From an optimization exercise on the open Yosys and OpenROAD flow, aimed at small area, a short achievable clock period and few clock cycles; shortcuts taken in it are not production practice. The RTL was checked by simulation tests, not by an equivalence proof against the original design. Power and IR drop assume default switching activity.

Design cpu, start of the top module:
module cpu(clk, reset, s, load, in, out, N, V, Z, w);
    input clk, reset, s, load;
    input [15:0] in;
    output [15:0] out;
    output N, V, Z, w;
    reg w, rep;
    reg [15:0] ir;
    wire w_nx, rep_nx, start;
    FSM_controller ctl(.reset(reset), .s(s), .load(load), .rep(rep),
                       .w_nx(w_nx), .rep_nx(rep_nx), .start(start));
    always @(posedge clk) begin
        w <= w_nx;
        rep <= rep_nx;
        if (load) ir <= in;
    end
    wire [15:0] ins;
    wire [2:0] rn, rm;
    wire [1:0] sh;
    insmux #(16) mi(.rep(rep), .in(in), .ir(ir), .q(ins));
    insmux #(3) mn(.rep(rep), .in(in[10:8]), .ir(ir[10:8]), .q(rn));
    insmux #(3) mm(.rep(rep), .in(in[2:0]), .ir(ir[2:0]), .q(rm));
    insmux #(2) ms(.rep(rep), .in(in[4:3]), .ir(ir[4:3]), .q(sh));
    wire wr1, wc1, cmp1, ci1, arith, andop, movi, inv;
    wire [2:0] rd1;
    instruction_decoder dec(.ins(ins), .start(start), .wr(wr1), .wc(wc1), .cmp(cmp1),
                            .ci(ci1), .arith(arith), .andop(andop), .movi(movi), .inv(inv),
                            .rd(rd1));
    reg [15:0] r0, r1, r2, r3, r4, r5, r6, r7;
    wire [15:0] n0, n1, n2, n3, n4, n5, n6, n7;
    reg wr2;
    reg [2:0] rd2;
    wire [15:0] res;
    regfile rf(.we(wr2), .wa(rd2), .wd(res),
               .r0(r0), .r1(r1), .r2(r2), .r3(r3), .r4(r4), .r5(r5), .r6(r6), .r7(r7),
               .n0(n0), .n1(n1), .n2(n2), .n3(n3), .n4(n4), .n5(n5), .n6(n6), .n7(n7));
    always @(posedge clk) begin
        r0 <= n0; r1 <= n1; r2 <= n2; r3 <= n3;
        r4 <= n4; r5 <= n5; r6 <= n6; r7 <= n7;
    end
    wire [15:0] a, braw, b;
    readport pa(.sel(rn), .d0(n0), .d1(n1), .d2(n2), .d3(n3), .d4(n4), .d5(n5), .d6(n6), .d7(n7), .q(a));
    readport pb(.sel(rm), .d0(n0), .d1(n1), .d2(n2), .d3(n3), .d4(n4), .d5(n5), .d6(n6), .d7(n7), .q(braw));
    shifter shf(.in(braw), .shift(sh), .sout(b));
    wire [15:0] g1, t1;
    datapath dp(.a(a), .b(b), .imm(ins[7:0]), .arith(arith), .andop(andop), .movi(movi), .inv(inv),
                .g(g1), .t(t1));
    reg [15:0] g2, t2, creg;
    reg ci2, wc2, cmp2;
    reg [2:0] freg;
    wire [15:0] out_nx;
    wire [2:0] f_nx;
    always @(posedge clk) begin
        g2 <= g1;
        t2 <= t1;
        ci2 <= ci1;
        wr2 <= wr1;
  ...
clock: 5.5 ns
lec_check: 0
cap_margin: 20
core_margin: 2
core_utilization: 40
cts_cluster_diameter: 120
cts_cluster_size: 30
setup_slack_margin: 2.2
slew_margin: 20
synth_hierarchical: 1
synth_minimum_keep_size: 0
standard.sh (not shown) runs the stock make flow with config.mk's settings and CLKGATE_MAP_FILE= SYNTH_SCRIPT=/design/flow/synth_recipe.tcl, a recipe that flattens the netlist after the stock synthesis.
==> flow/flow/run.sh <==
#!/bin/bash
# Standard synthesis; every combinational cell set to its family's smallest
# size (flow/downsize.tcl); then the standard layout with port buffers of a
# stronger cell and sizing not held to each cell's footprint, whose timing
# repair sizes up what the timing needs.
set -euo pipefail
bash standard.sh synth > synth.log 2>&1
openroad -no_init -exit flow/downsize.tcl > downsize.log 2>&1
touch orfs/results/sky130hd/cpu/base/1_synth.sdc
bash standard.sh MATCH_CELL_FOOTPRINT=0 'BUFFER_PORTS_ARGS=-buffer_cell sky130_fd_sc_hd__buf_4' finish > layout.log 2>&1
==> flow/flow/downsize.tcl <==
# Sets every combinational cell of the synthesized netlist to the smallest
# cell of its family (same function and pins); flip-flops and clock cells
# are left as they are. The layout's timing repair then sizes up what the
# timing needs.
set odb orfs/results/sky130hd/cpu/base/1_synth.odb
read_db $odb
set db [ord::get_db]
set block [ord::get_db_block]
set n 0
set saved 0
foreach inst [$block getInsts] {
  set m [$inst getMaster]
  set name [$m getName]
  if {![regexp {^(sky130_fd_sc_hd__[a-z0-9]+)_([0-9]+)$} $name -> fam sz]} { continue }
  if {[regexp {__(df|dl|sdf|edf|clk|probe|lpflow|conb|tap|fill|decap)} $fam]} { continue }
  set best $m
  set ba [expr {[$m getWidth] * [$m getHeight]}]
  foreach s {0 1 2 3 4 6 8 12 16} {
    set c [$db findMaster ${fam}_$s]
    if {$c eq "NULL" || $c eq ""} { continue }
    set a [expr {[$c getWidth] * [$c getHeight]}]
    if {$a < $ba} { set best $c; set ba $a }
  }
  if {$best ne $m} {
    set saved [expr {$saved + [$m getWidth] * [$m getHeight] - $ba}]
    $inst swapMaster $best
    incr n
  }
}
puts "downsized $n cells, [expr {$saved / 1e6}] um2"
write_db $odb
Testbench counts at the start, summed over its fixed seeds: cycles 6,000.
==> next run, changes <==
==> flow/flow/run.sh (replaced) <==
#!/bin/bash
# Standard synthesis, then the standard layout with port buffers of a
# stronger cell and sizing not held to each cell's footprint.
set -euo pipefail
bash standard.sh synth > synth.log 2>&1
bash standard.sh MATCH_CELL_FOOTPRINT=0 'BUFFER_PORTS_ARGS=-buffer_cell sky130_fd_sc_hd__buf_4' finish > layout.log 2>&1
Settings changed: CTS_CLUSTER_SIZE 30 to 25, SETUP_SLACK_MARGIN 2.2 to 2.0.
removed: flow/flow/downsize.tcl
Effect:
- The new run ran to the end with no violations
- final area is higher by 3.3%
- combinational power grows by about 7%
- flip-flop and latch count does not change
- synthesized cell count stays the same
- worst setup slack gets worse by 0.091 ns
- core utilization went down by 2.9 points
- count of clock-buffer cells in the layout goes up by 3
- area after synthesis rises by about 9%
==> next run, changes <==
==> flow/flow/run.sh (replaced) <==
#!/bin/bash
# Standard synthesis; every combinational cell set to its family's smallest
# size (flow/downsize.tcl); then the standard layout with port buffers of a
# stronger cell and sizing not held to each cell's footprint, whose timing
# repair sizes up what the timing needs.
set -euo pipefail
bash standard.sh synth > synth.log 2>&1
openroad -no_init -exit flow/downsize.tcl > downsize.log 2>&1
touch orfs/results/sky130hd/cpu/base/1_synth.sdc
bash standard.sh MATCH_CELL_FOOTPRINT=0 'BUFFER_PORTS_ARGS=-buffer_cell sky130_fd_sc_hd__buf_4' finish > layout.log 2>&1
==> flow/flow/downsize.tcl (new file) <==
# Sets every combinational cell of the synthesized netlist to the smallest
# cell of its family (same function and pins); flip-flops and clock cells
# are left as they are. The layout's timing repair then sizes up what the
# timing needs.
set odb orfs/results/sky130hd/cpu/base/1_synth.odb
read_db $odb
set db [ord::get_db]
set block [ord::get_db_block]
set n 0
set saved 0
foreach inst [$block getInsts] {
  set m [$inst getMaster]
  set name [$m getName]
  if {![regexp {^(sky130_fd_sc_hd__[a-z0-9]+)_([0-9]+)$} $name -> fam sz]} { continue }
  if {[regexp {__(df|dl|sdf|edf|clk|probe|lpflow|conb|tap|fill|decap)} $fam]} { continue }
  set best $m
  set ba [expr {[$m getWidth] * [$m getHeight]}]
  foreach s {0 1 2 3 4 6 8 12 16} {
    set c [$db findMaster ${fam}_$s]
    if {$c eq "NULL" || $c eq ""} { continue }
    set a [expr {[$c getWidth] * [$c getHeight]}]
    if {$a < $ba} { set best $c; set ba $a }
  }
  if {$best ne $m} {
    set saved [expr {$saved + [$m getWidth] * [$m getHeight] - $ba}]
    $inst swapMaster $best
    incr n
  }
}
puts "downsized $n cells, [expr {$saved / 1e6}] um2"
write_db $odb
Settings changed: SETUP_SLACK_MARGIN 2.0 to 2.3.
- via count grows by 2.3%
- power is lower by 0.64%
- clock skew came out lower by 0.0037 ns
- routed wire length hardly moves
==> next run, changes <==
==> flow/flow/run.sh (replaced) <==
#!/bin/bash
# Standard synthesis, then the standard layout with port buffers of a
# stronger cell and sizing not held to each cell's footprint.
set -euo pipefail
bash standard.sh synth > synth.log 2>&1
bash standard.sh MATCH_CELL_FOOTPRINT=0 'BUFFER_PORTS_ARGS=-buffer_cell sky130_fd_sc_hd__buf_4' finish > layout.log 2>&1
Settings changed: SETUP_SLACK_MARGIN 2.3 to 2.4.
removed: flow/flow/downsize.tcl
Outcome:
- The new run completed with no timing, DRC or antenna violations
- global-route usage went down by 1.5 points
- routed wire length goes up by 2.5%
- sequential cell count does not change
- non-clock buffer count came out higher by 10
- clock-buffer cell count is unchanged
- via count barely changes
- maximum frequency barely changes
==> next run, changes <==
Settings changed: CORE_UTILIZATION 40 to 45, SETUP_SLACK_MARGIN 2.4 to 2.0.
After rerunning: Total power goes down by 0.43%. Wire length decreases by 2.3%. Count of clock-buffer cells in the layout does not change. Synthesized area is unchanged. Worst setup slack got worse by 0.17 ns. Final cell count came out lower by 2.8%.

[afterwards: timing with drivers on the ports]
The results above use ideal ports. As a check the final layouts listed here were re-extracted and re-timed, cells and wires unchanged.
Step 1 sets driving cells, clkbuf_16 on the clock port and buf_2 on the other inputs (assumed; they add their load-dependent delay and slew).
Step 2 moves the port delays by t, midway between the first and last clock arrival at a register: inputs arrive t later, outputs are due t later. That takes back most of the time a late clock gives input paths.
a / b / c = ideal ports / drivers / drivers and shift; a / b = the first two.
run	t, ns	setup slack, ns	worst hold slack (ns)	slew at the worst register clock pin (ns)
the first run	0.516	2.260 / 2.214 / 2.070	0.484 / 0.484 / 0.484	0.12 / 0.12
the second run	0.518	2.169 / 2.121 / 1.941	0.457 / 0.457 / 0.457	0.11 / 0.11
the third run	0.522	2.283 / 2.237 / 2.084	0.464 / 0.464 / 0.464	0.11 / 0.11
the fourth run	0.516	2.290 / 2.243 / 1.998	0.461 / 0.461 / 0.461	0.11 / 0.11
the fifth run	0.528	2.123 / 2.076 / 1.996	0.450 / 0.450 / 0.450	0.11 / 0.11
After both steps every run listed still meets setup and hold. For the fourth run, which loses most, drivers alone change the setup slack by -0.047 ns; drivers and shift together by -0.292 ns.
